From an optimization exercise on the open Yosys and OpenROAD flow, aimed at small area and a short achievable clock period; shortcuts taken in it are not production practice.
The RTL was checked by simulation tests, not by an equivalence proof against the original design.
No activity file was given, so power comes from the tool's default toggle rates.

**run.sh**
```bash
#!/bin/bash
# synth_recipe.tcl (not shown) runs the flow's synth.tcl, then flattens the netlist and writes it again
# the make line also repeats each setting of config.mk as NAME=value (left out here)
make -C /OpenROAD-flow-scripts/flow DESIGN_CONFIG=/design/flow/config.mk WORK_HOME=/design/flow/orfs CLKGATE_MAP_FILE= SYNTH_SCRIPT=/design/flow/synth_recipe.tcl finish
```
**config.mk**
```make
export PLATFORM = sky130hd
export DESIGN_NAME = cpu
export DESIGN_NICKNAME = cpu
export VERILOG_FILES = /design/flow/design.v
export SDC_FILE = /design/flow/constraint.sdc
export NUM_CORES = 4
export LEC_CHECK = 0
export ABC_CLOCK_PERIOD_IN_PS = 5000
export CAP_MARGIN = 20
export CORE_MARGIN = 2
export CORE_UTILIZATION = 40
export SETUP_SLACK_MARGIN = 4.5
export SLEW_MARGIN = 20
```
**design.v**
```verilog
module cpu (
  input clk, rst,
  output [15:0] MeAaddr, Baddr,
  output [15:0] MeMemResult,
  output [1:0] MeMemControl,
  input [15:0] AmemRead, BmemRead,
  output [175:0] registerValue
);
localparam NOP = 5'b00001;
localparam IDLE = 3'd0, EQZ = 3'd1, NEZ = 3'd2, TEQZ = 3'd3, TNEZ = 3'd4,
           JUMP = 3'd5, DB = 3'd6;
reg [4:0]  ifop, op;       
reg [10:0] iflo, lo;       
reg [15:0] pc;             
reg        s1, s2;         
always @(posedge clk or negedge rst)
  if (!rst) begin
    ifop <= NOP;
    op <= NOP;
    pc <= 16'h0000;
    s1 <= 1'b0;
    s2 <= 1'b0;
  end else begin
    ifop <= BmemRead[15:11];
    op <= ifop;
    pc <= Baddr;
    s1 <= 1'b1;
    s2 <= s1;
  end
always @(posedge clk) begin
  iflo <= BmemRead[10:0];
  lo <= iflo;
end
reg [3:0] xi, yi, zi;
reg [2:0] jc;
always @(*) begin
  xi = 0;
  yi = 0;
  zi = 4'hf;
  jc = IDLE;
  case (op)
    5'b00000: begin xi = 4'd9; zi = lo[10:8]; end                  
    5'b00010: jc = DB;                                             
    5'b00100: begin xi = lo[10:8]; jc = EQZ; end                   
    5'b00101: begin xi = lo[10:8]; jc = NEZ; end                   
    5'b00110: begin xi = lo[7:5]; zi = lo[10:8]; end               
    5'b01000: begin xi = lo[10:8]; zi = lo[7:5]; end               
    5'b01001: begin xi = lo[10:8]; zi = lo[10:8]; end              
    5'b01010: xi = lo[10:8];                                       
    5'b01100:
      case (lo[10:8])
        3'b000: jc = TEQZ;                                         
        3'b001: jc = TNEZ;                                         
        3'b011: begin xi = 4'd9; zi = 4'd9; end                    
        3'b100: begin xi = lo[7:5]; zi = 4'd9; end                 
        default: ;
      endcase
    5'b01101: zi = lo[10:8];                                       
    5'b01111: begin xi = lo[7:5]; zi = lo[10:8]; end               
    5'b10010: begin yi = 4'd9; zi = lo[10:8]; end                  
    5'b10011: begin yi = lo[10:8]; zi = lo[7:5]; end               
    5'b11010: begin xi = lo[10:8]; yi = 4'd9; end                  
    5'b11011: begin xi = lo[7:5]; yi = lo[10:8]; end               
    5'b11100: begin xi = lo[10:8]; yi = lo[7:5]; zi = lo[4:2]; end  
    5'b11101:
      case (lo[4:0])
        5'b00000:
          case (lo[7:5])
            3'b000: begin xi = lo[10:8]; jc = JUMP; end            
            3'b010: zi = lo[10:8];                                 
            default: ;
          endcase
        5'b00110, 5'b00111:                                        
          begin xi = lo[7:5]; yi = lo[10:8]; zi = lo[7:5]; end
        5'b01010: begin xi = lo[7:5]; yi = lo[10:8]; end           
        5'b01100, 5'b01101:                                        
          begin xi = lo[7:5]; yi = lo[10:8]; zi = lo[10:8]; end
        default: ;
      endcase
    5'b11110:
      if (lo[0]) begin xi = lo[10:8]; zi = 4'd8; end               
      else begin xi = 4'd8; zi = lo[10:8]; end                     
    default: ;
  endcase
end
reg  [15:0] exRes, meRes, exAddr, meAddr;
reg  [3:0]  exZ, meZ;
reg  [1:0]  exCtl, meCtl;
reg         tf;
wire [15:0] meVal = meCtl[1] ? AmemRead : meRes;
reg  [15:0] q [0:9];       
wire [15:0] rv [0:9];      
genvar i;
generate
  for (i = 0; i < 10; i = i + 1) begin : regs
    assign rv[i] = (meZ == i) ? meVal : q[i];
    always @(posedge clk or negedge rst)
      if (!rst)
        q[i] <= 16'h0000;
      else
        q[i] <= rv[i];
  end
endgenerate
assign registerValue = {rv[0], rv[1], rv[2], rv[3], rv[4], rv[5], rv[6], rv[7],
                        rv[8], rv[9], 16'h0000};
reg [15:0] qx, qy;
always @(*) begin
  qx = 16'h0000;
  qy = 16'h0000;
  case (xi)
    4'd0: qx = q[0]; 4'd1: qx = q[1]; 4'd2: qx = q[2]; 4'd3: qx = q[3];
    4'd4: qx = q[4]; 4'd5: qx = q[5]; 4'd6: qx = q[6]; 4'd7: qx = q[7];
    4'd8: qx = q[8]; 4'd9: qx = q[9];
    default: ;
  endcase
  case (yi)
    4'd0: qy = q[0]; 4'd1: qy = q[1]; 4'd2: qy = q[2]; 4'd3: qy = q[3];
    4'd4: qy = q[4]; 4'd5: qy = q[5]; 4'd6: qy = q[6]; 4'd7: qy = q[7];
    4'd9: qy = q[9];
    default: ;
  endcase
end
wire [15:0] opX = (exZ == xi) ? exRes : (meZ == xi) ? meVal : qx;
wire [15:0] opY = (exZ == yi) ? exRes : (meZ == yi) ? meVal : qy;
wire [15:0] sext8 = {{8{lo[7]}}, lo[7:0]};
wire [15:0] sext11 = {{5{lo[10]}}, lo[10:0]};
wire xZero = ~|opX;
reg take;
always @(*)
  case (jc)
    EQZ:  take = xZero;
    NEZ:  take = ~xZero;
    TEQZ: take = ~tf;
    TNEZ: take = tf;
    JUMP: take = 1'b1;
    DB:   take = 1'b1;
    default: take = 1'b0;
  endcase
wire [15:0] relPC = pc + ((jc == DB) ? sext11 : sext8);
wire [15:0] seqPC = pc + {15'd0, s2};
assign Baddr = take ? ((jc == JUMP) ? opX : relPC) : seqPC;
wire is11101 = (op == 5'b11101);
wire isSub = (op == 5'b11100 && lo[1]) || op == 5'b01010 || is11101;
wire [15:0] addB = (op == 5'b11100 || is11101) ? opY :
                   (op == 5'b01000) ? {{12{lo[3]}}, lo[3:0]} : sext8;
wire [16:0] sum = {1'b0, opX} + {1'b0, isSub ? ~addB : addB} + {16'd0, isSub};
wire [3:0] shImm = (lo[4:2] == 3'd0) ? 4'd8 : {1'b0, lo[4:2]};
wire [3:0] shrAmt = (op == 5'b00110) ? shImm : opY[3:0];
wire [15:0] shr = (is11101 && |opY[15:4]) ? 16'h0000 : (opX >> shrAmt);
wire [15:0] shl = opX << shImm;
wire selAdd = op == 5'b00000 || op == 5'b01000 || op == 5'b01001 ||
              (op == 5'b01100 && lo[10:8] == 3'b011) || (op == 5'b11100 && lo[0]);
wire selX = (op == 5'b01100 && lo[10:8] == 3'b100) || op == 5'b01111 ||
            op == 5'b11010 || op == 5'b11011 || op == 5'b11110;
wire selLi = op == 5'b01101;
wire selShl = op == 5'b00110 && lo[1:0] == 2'b00;
wire selShr = (op == 5'b00110 && lo[1]) || (is11101 && lo[4:1] == 4'b0011);
wire selPC = is11101 && lo[7:0] == 8'b01000000;
wire selAnd = is11101 && lo[4:0] == 5'b01100;
wire selOr = is11101 && lo[4:0] == 5'b01101;
wire [15:0] res = ({16{selAdd}} & sum[15:0]) | ({16{selX}} & opX) |
                  ({16{selLi}} & {8'd0, lo[7:0]}) | ({16{selShl}} & shl) |
                  ({16{selShr}} & shr) | ({16{selPC}} & pc) |
                  ({16{selAnd}} & (opX & opY)) | ({16{selOr}} & (opX | opY));
wire tSlti = op == 5'b01010;
wire tSlt = is11101 && lo[4:0] == 5'b00010;
wire tCmp = is11101 && lo[4:0] == 5'b01010;
wire tNext = tSlti ? ~sum[16] : tCmp ? |sum[15:0] : tSlt ? 1'b0 : tf;
wire isMem = op[4] && !op[2] && op[1];           
wire [1:0] ctl = isMem ? (op[3] ? 2'b01 : 2'b10) : 2'b00;
wire [15:0] addr = opY + (op[0] ? {{11{lo[4]}}, lo[4:0]} : sext8);
always @(posedge clk or negedge rst)
  if (!rst) begin
    exZ <= 4'hf;
    meZ <= 4'hf;
    exCtl <= 2'b00;
    meCtl <= 2'b00;
    tf <= 1'b0;
  end else begin
    exZ <= zi;
    meZ <= exZ;
    exCtl <= ctl;
    meCtl <= exCtl;
    tf <= tNext;
  end
always @(posedge clk) begin
  exRes <= res;
  meRes <= exRes;
  exAddr <= addr;
  meAddr <= exAddr;
end
assign MeAaddr = meAddr;
assign MeMemResult = meRes;
assign MeMemControl = meCtl;
endmodule
```
**constraint.sdc**
```tcl
create_clock -name core_clock -period 10.5 [get_ports {clk}]
set_input_delay 2.1000 -clock core_clock [delete_from_list [all_inputs] [get_ports {clk}]]
set_output_delay 2.1000 -clock core_clock [all_outputs]
set_load 0.01 [all_outputs]
```
==> results_dict.tcl, run 1 <==
set metrics [dict create \
    timing.setup.tns_ns 0 \
    timing.final.max_slew_violations 0 \
    core_area_um2 45100 \
    netlist_area_um2 18200 \
    dp_slack_ns 1.67 \
    place_congestion 1.02 \
    outcome "timing/DRC/antenna clean" \
    netlist.top_cell.by_area "dfrtp_1" \
    reg2regPathDepth 29 \
    vias 19533 \
    pin_count_of_the_biggest_net_entering_global_routing 82 \
    post_route_cells_drive_above_1_share_pct 22.4 \
    ys.flop_type "dfrtp_1" \
    antenna_violations_before_repair 1 \
    io_buffers 243 \
    finalWorstSetupSlack_ns 2.91 \
    hold_viol 0 \
    synthesis.yosys.warnings 2 \
    max-cap-violations 0 \
    timing.final.setup_violations 0 \
    crit_path_cell_trace "buf_6 > or3_4 > or3_4 > o221ai_4 > buf_6 > buf_4 > a22oi_4 > buf_6 > xnor2_2 > or3_4 > or3_4 > o211ai_1 > nand3_1 > or4_4 > mux2i_4 > nor2_4 > buf_12 > buf_16 > buf_8 > mux2i_1 > buf_2" \
    drt_pass1_iterations 9 \
    timing.max_slew.rel_slack_pct 33.1 \
    cts_htree_levels 1 \
    floorplan.initialDensity_pct 40.3 \
    final_period_minus_worst_setup_slack_ns 7.59 \
    startpoint_type_of_the_worst_setup_path "register" \
    via_per_inst 6.28 \
    synth-seq-area-share_pct 37.2 \
    area_growth_syn_to_layout_pct 39.0 \
    worst-endpoint-arrival_ns 5.49 \
    final_antenna_violating_net_count 0 \
    rows 78 \
    cellLeakagePower_nw 10.7 \
    number_of_flops_mapped_to_enable_cells_by_yosys 0 \
    cts_tree "done" \
    drtIter0Drc 2395 \
    postSynthRegisterBits 287 \
    peakVddDrop_mv 0.177 \
    clock.fmax_mhz 132 \
    overflow 0 \
    die_h_um 217 \
    critical_path.max_stage_delay_ns 0.60 \
    path_delay_family "simple AND/OR/NAND/NOR gates" \
    post_synth.cell_area_avg_um2 8.59 \
    synth_cells 2117 \
    synthDominantCellAreaShare_pct 26.3 \
    path_class "reg -> out" \
    power_density_nw_per_um2 284 \
    fin_worst_skew_ns 0.0215 \
    die_area_um2 47200 \
    crit_path_frequent_cell "or3_4" \
    drc 0 \
    cp_required_ns 8.40 \
    clkTransAtPathRegs_ns 0.06 \
    min_period_over_period_pct 72.3 \
    netlist-cell-type-count 103 \
    detail_route.wirelength_um 92700 \
    crit_path_top_delay_cell "or4_4" \
    depth_of_the_critical_timing_path_with_buffers_and_inverters_included 21 \
    synth.most_common_cell "a21oi_1" \
    yosys-top-cells-area "dfrtp_1 26%, dfxtp_1 9.5%, a21oi_1 7.5%, mux2i_1 6.1%, nor2_1 5.1%" \
    die_width_um 217 \
    combined_buffer_and_inverter_count_along_the_critical_path 8 \
    grt_pass1_vias 18560 \
    cts.sinks 287 \
    ioPinCount 260 \
    first_pass_grt_wire_length_um 131000 \
    final_core_utilization_pct 56.1 \
    synth_common_cells "271 x a21oi_1, 245 x nor2_1, 191 x dfrtp_1" \
    num-fill-cells 4136 \
    track_usage_pct 37.7 \
    cts_buffers 31 \
    number_of_nets_in_the_finished_design 2569 \
    routed_wire_length_per_instance_um 29.8 \
    ctsRootBufferMaster "clkbuf_16" \
    hpwl_um 65500 \
    whs_path_depth 0 \
    crit_path_max_fanout 6 \
    cts_buffer_depth 3 \
    holdCritPathClass "reg -> reg" \
    worst_slew_pin_slew_ns 0.994 \
    grt_setup_unrepaired "true" \
    end_kind "output port" \
    power_mw 7.18 \
    asyncSetResetFlopFracSynth_pct 70.0 \
    clock_insertion_delay_worst_skew_ns 0.60 \
]
cell type report:
cell class                      count  area, um^2  share of cell area, %
Antenna cell                        2        5.00                 0.0198
Clock buffer                       48         922                   3.65
Clock inverter                     10        67.6                  0.267
Inverter                           61         236                  0.935
Multi-Input combinational cell   1624       11800                   46.6
Sequential cell                   287        6810                   26.9
Tap cell                          600         751                   2.97
Timing Repair Buffer              480        4710                   18.6
what timing repair did:
action	4_1_cts	5_1_grt
endpoints found under the setup margin	78	39
pin swaps	41	49
gates resized for setup	254	102
gates cloned	10	7
buffers inserted	106	48
hold buffers	0	0
metrics by stage:
stage               instance area (um^2)  hold slack (ns)  cells
finish                             25300            0.325   3112
global route                       25300            0.329   3110
CTS                                24200            0.326   3054
detailed placement                 21500            0.312   2880
global placement                   21500            0.310   2880
floorplan                          18500            0.310   2132
layout by cell type, fill, tap and decap left out, types with 12 or more instances in the layout:
cell type and instances:
buf_4 179, ha_1 45, inv_1 55, xnor2_2 15, a21o_1 15, a22oi_1 27
xnor2_1 50, a21oi_1 254, buf_6 33, a31oi_1 16, nor2_1 230, a32oi_1 15
o211ai_1 18, clkdlybuf4s50_1 225, buf_12 16, mux2_2 23, dfrtp_1 187, nand3_1 63
nor3_2 12, conb_1 17, clkbuf_16 39, a222oi_1 19, a21oi_2 15, dfxtp_1 76
nor3_1 20, mux2i_1 88, mux2i_4 17, o2bb2ai_1 16, o21ai_1 12, and2_1 13
o21ai_0 86, a221oi_1 15, nand2_1 174, nand4_1 17, nand2b_1 12, xor2_1 16
worst reg2reg max path, delay by kind of cell, from the launching register on:
| family | cells | cell delay (ns) |
|---|---|---|
| buf+inv | 7 | 1.12 |
| fa+ha+maj | 1 | 0.24 |
| mux | 1 | 0.32 |
| compound gates | 12 | 2.20 |
| flops | 1 | 0.50 |
| xor+xnor | 1 | 0.10 |
| simple gates | 7 | 1.65 |
logic make-up after synthesis:
group | synth area share (%)
adders and majority gates | 3.56
xor gates and xnor gates | 4.07
buffers and inverters | 5.54
muxes | 9.29
DFF | 37.2
other | 0.0413
AOI/OAI and AO/OA | 24.3
and+or+nand+nor | 16.0
power by group:
| group | total [mW] | leakage, nW | internal, mW | switching, mW |
|---|---|---|---|---|
| Sequential | 2.09 | 3.02 | 1.54 | 0.554 |
| Combinational | 4.01 | 7.16 | 1.81 | 2.20 |
| Clock | 1.08 | 0.486 | 0.605 | 0.473 |
| Total | 7.18 | 10.7 | 3.96 | 3.22 |
metal layers:
layer  wire length, um  global-route usage, %  vias to the layer above
met3              9480                   7.11                      288
met1             38000                   52.3                     9462
met5                 0                      0                        -
met4              4760                   15.0                        0
li1                  -                      -                     8482
met2             40400                   57.8                     1301
flip-flops by register name, indices dropped and copies added (netlist names), 5 cells and up:
signal	flops
exAddr	16
exRes	16
iflo	11
ifop	5
lo	11
meAddr	16
meRes	16
op	5
pc	16
q	160
final timing paths:
path,from,to,slack [ns]
max in group asynchronous,rst,op[1],7.61
setup reg to reg,op[0],tf,4.25
hold / removal,exAddr[13],meAddr[13],0.32
min in group asynchronous,rst,q[1][3],1.44
hold reg to reg,exAddr[13],meAddr[13],0.32
setup / recovery,op[0],Baddr[2],2.91
==> inputs of run 2 (changes only) <==
==> config.mk (replaced) <==
export PLATFORM = sky130hd
export DESIGN_NAME = cpu
export DESIGN_NICKNAME = cpu
export VERILOG_FILES = /design/flow/design.v
export SDC_FILE = /design/flow/constraint.sdc
export NUM_CORES = 4
export LEC_CHECK = 0
export CAP_MARGIN = 20
export CORE_MARGIN = 2
export CORE_UTILIZATION = 40
export SLEW_MARGIN = 20
==> run 2 against run 1 <==
  * Core utilization fell by 6.3 points
  * Via count down 6.2%
  * Hold slack is essentially flat
  * Cell count down 5.5%
  * Largest power group unchanged
  * Sequential share of layout area is 3.2 points higher
  * Die area is the same
  * Sequential power about the same
  * Power shrank 4.6%
  * Non-clock buffer count fell by 166
  * Area after synthesis is the same
==> results_dict.tcl, run 2 <==
set metrics [dict create \
    outcome "timing/DRC/antenna clean" \
    die_h_um 217 \
    detail_route.wirelength_um 82300 \
    via_per_inst 6.23 \
    drc 0 \
    clock.fmax_mhz 99.9 \
    grt_pass1_vias 17511 \
    crit_path_cell_trace "or3b_2 > nor4_4 > a211o_1 > a22o_2 > xnor2_1 > o2111a_1 > and2_1 > a31oi_1 > nor4_1 > a21oi_1 > or4_4 > mux2i_1 > nor2_2 > mux2i_1 > clkdlybuf4s50_1" \
    pin_count_of_the_biggest_net_entering_global_routing 120 \
    whs_path_depth 0 \
    max-cap-violations 0 \
    timing.final.max_slew_violations 0 \
    drtIter0Drc 2436 \
    cts_htree_levels 2 \
    power_frac_clock_pct 18.0 \
    layout.cells.non_filler 2941 \
    post_synth.cell_area_avg_um2 8.59 \
    worst_slew_pin_slew_ns 1.12 \
    holdCritPathClass "reg -> reg" \
    postSynthRegisterBits 287 \
    ys.flop_type "dfrtp_1" \
    ioPinCount 260 \
    first_pass_grt_wire_length_um 120000 \
    combined_buffer_and_inverter_count_along_the_critical_path 1 \
    hpwl_um 61600 \
    final_cell_mix "271 x a21oi_1, 242 x clkdlybuf4s50_1, 241 x nor2_1" \
    timing.final.setup_violations 0 \
    grt_setup_unrepaired "false" \
    postCtsSetupRepairBufs 0 \
    final_period_minus_worst_setup_slack_ns 10.01 \
    critical_path.max_stage_delay_ns 0.93 \
    synth.most_common_cell "a21oi_1" \
    place_congestion 1.00 \
    crit_path_max_fanout 35 \
    ctsRootBufferMaster "clkbuf_16" \
    vias 18327 \
    diodes 0 \
    reg2regPathDepth 25 \
    min_period_over_period_pct 95.3 \
    path_delay_family "simple AND/OR/NAND/NOR gates" \
    cellLeakagePower_nw 9.47 \
    number_of_nets_in_the_finished_design 2400 \
    synthDominantCellAreaShare_pct 26.3 \
    path_class "reg -> out" \
    overflow 0 \
    worst-endpoint-arrival_ns 7.91 \
    die_width_um 217 \
    dpl_cell_area_um2 21300 \
    final_antenna_violating_net_count 0 \
    largest_reg_flops 160 \
    io_buffers 243 \
    netlist_area_um2 18200 \
    yosys-top-cells-area "dfrtp_1 26%, dfxtp_1 9.5%, a21oi_1 7.5%, mux2i_1 6.1%, nor2_1 5.1%" \
    crit_path_top_delay_cell "dfstp_2" \
    depth_of_the_critical_timing_path_with_buffers_and_inverters_included 15 \
    timing.max_slew.rel_slack_pct 23.6 \
    fin_worst_skew_ns 0.0212 \
    startpoint_type_of_the_worst_setup_path "register" \
    hold_viol 0 \
    floorplan.initialDensity_pct 40.3 \
    numPlacedInstances 2880 \
    peakVddDrop_mv 0.201 \
    cp_required_ns 8.40 \
    post_route_cells_drive_above_1_share_pct 10.0 \
    netlist-cell-type-count 103 \
    core_area_um2 45100 \
    seq_power_share_pct 30.5 \
    area_growth_syn_to_layout_pct 23.3 \
    layout_commonest_cell "a21oi_1" \
    synth_cells 2117 \
    net-switching-power_mw 3.01 \
    netlist.top_cell.by_area "dfrtp_1" \
    synth_common_cells "271 x a21oi_1, 245 x nor2_1, 191 x dfrtp_1" \
    routed_wire_length_per_instance_um 28.0 \
    end_kind "output port" \
    cts.sinks 287 \
    power_density_nw_per_um2 305 \
    post_cts_hold_buffer_count 0 \
    postLayoutCellArea_um2 22400 \
    drt_pass1_iterations 6 \
    cts_buffers 34 \
    clkTransAtPathRegs_ns 0.06 \
    timing.setup.tns_ns 0 \
    power.share.combinational_pct 51.5 \
    synthesis.yosys.warnings 2 \
    register_name_with_the_most_flops "q" \
    cellInternalPower_mw 3.84 \
    cts_buffer_depth 3 \
    cts-resized-gates 0 \
    die_area_um2 47200 \
    track_usage_pct 34.2 \
    rows 78 \
    number_of_flops_mapped_to_enable_cells_by_yosys 0 \
    asyncSetResetFlopFracSynth_pct 70.0 \
    clock_insertion_delay_worst_skew_ns 0.56 \
    antenna_violations_before_repair 1 \
    cts_tree "done" \
    crit_path_frequent_cell "mux2i_1" \
    synth-seq-area-share_pct 37.2 \
    power.share.switching_pct 43.9 \
]
-- run 2: cell counts after synthesis --
Identical to the previous run, type by type.
-- run 2: power groups by stage --
stage	registers [mW]	clock network, mW	logic, mW
after floorplan	1.81	0	1.93
after global placement	2.07	0	3.43
after detailed placement	2.06	0	3.46
after CTS	2.05	1.26	3.48
after global routing	2.11	1.29	3.76
final	2.09	1.23	3.53
-- run 2: final timing paths --
check                           slack [ns]       start    endpoint
max in group asynchronous             7.48         rst     q[9][9]
worst max register to register        1.67       op[0]          tf
worst max-delay path                  0.49       op[0]    Baddr[6]
worst min-delay path                  0.33  exAddr[10]  meAddr[10]
min in group asynchronous             1.69         rst    q[2][14]
worst min register to register        0.33  exAddr[10]  meAddr[10]
-- run 2: layout make-up --
type | instances | area (um^2)
tap | 600 | 751
multi-input combinational | 1618 | 10600
clock inverter | 13 | 140
timing repair buffer | 314 | 2970
fill | 4367 | 22700
clock buffer | 48 | 1010
inverter | 61 | 229
sequential | 287 | 6760
-- run 2: worst register-to-register path: cells and delay by family (launching register included) --
family	cells	cell delay (ns)
multiplexers	1	0.43
AND/OR/NAND/NOR	8	1.82
AO/OA/AOI/OAI	13	4.69
flip-flops	1	0.93
XOR/XNOR	1	0.26
buffers and inverters	1	0.31
adder cells (fa/ha/maj)	1	0.28
-- run 2: stage by stage --
step / hold WS (ns) / total power [mW] / setup WS [ns] / utilization [%]
5_1_grt: 0.332 / 7.16 / 0.0649 / 49.8
3_3_place_gp: 0.310 / 5.50 / 1.36 / 47.2
3_5_place_dp: 0.313 / 5.53 / 1.20 / 47.2
6_report: 0.325 / 6.85 / 0.491 / 49.8
4_1_cts: 0.326 / 6.79 / 0.595 / 49.7
2_1_floorplan: 0.310 / 3.74 / 4.00 / -
-- run 2: layer usage --
layer / GRT usage [%] / vias to the layer above / routed length (um)
met4: 12.1 / 0 / 3160
met3: 7.07 / 203 / 7920
met1: 48.4 / 8967 / 35400
li1: - / 8089 / -
met5: 0 / - / 0
met2: 51.7 / 1068 / 35800
-- run 2: logic make-up (layout without fill, tap and decap cells) --
logic type	Yosys count	in the layout	share of synthesized area, %
buf+inv	227	436	5.54
simple gates	645	645	16.0
fa+ha+maj	50	50	3.56
compound gates	669	669	24.3
flops	287	287	37.2
xor+xnor	83	83	4.07
other cells	2	17	0.0413
mux	154	154	9.29

==> separate check: timing with driven ports <==
No port has a modelled driver above. Below, the same layouts with a new extraction and two added sets of constraints.
Step 1 sets driving cells, clkbuf_16 on the clock port and buf_2 on the other inputs (assumed; they add their load-dependent delay and slew).
Step 2, shift: input delay + t, output delay - t, t = (earliest + latest rising clock arrival at the registers) / 2. This alone moves slack from input paths to output paths.
a / b / c = no drivers / after step 1 / after step 2; a / b = the first two.
run | t (ns) | setup WS [ns] | worst setup path at the end | worst data-port slew with drivers (ns)
run 1 | 0.655 | 2.912 / 2.850 / 3.124 | input to output | 0.08
run 2 | 0.607 | 0.491 / 0.431 / 1.038 | register to output | 0.05
After both steps setup and hold are still met in every run listed.
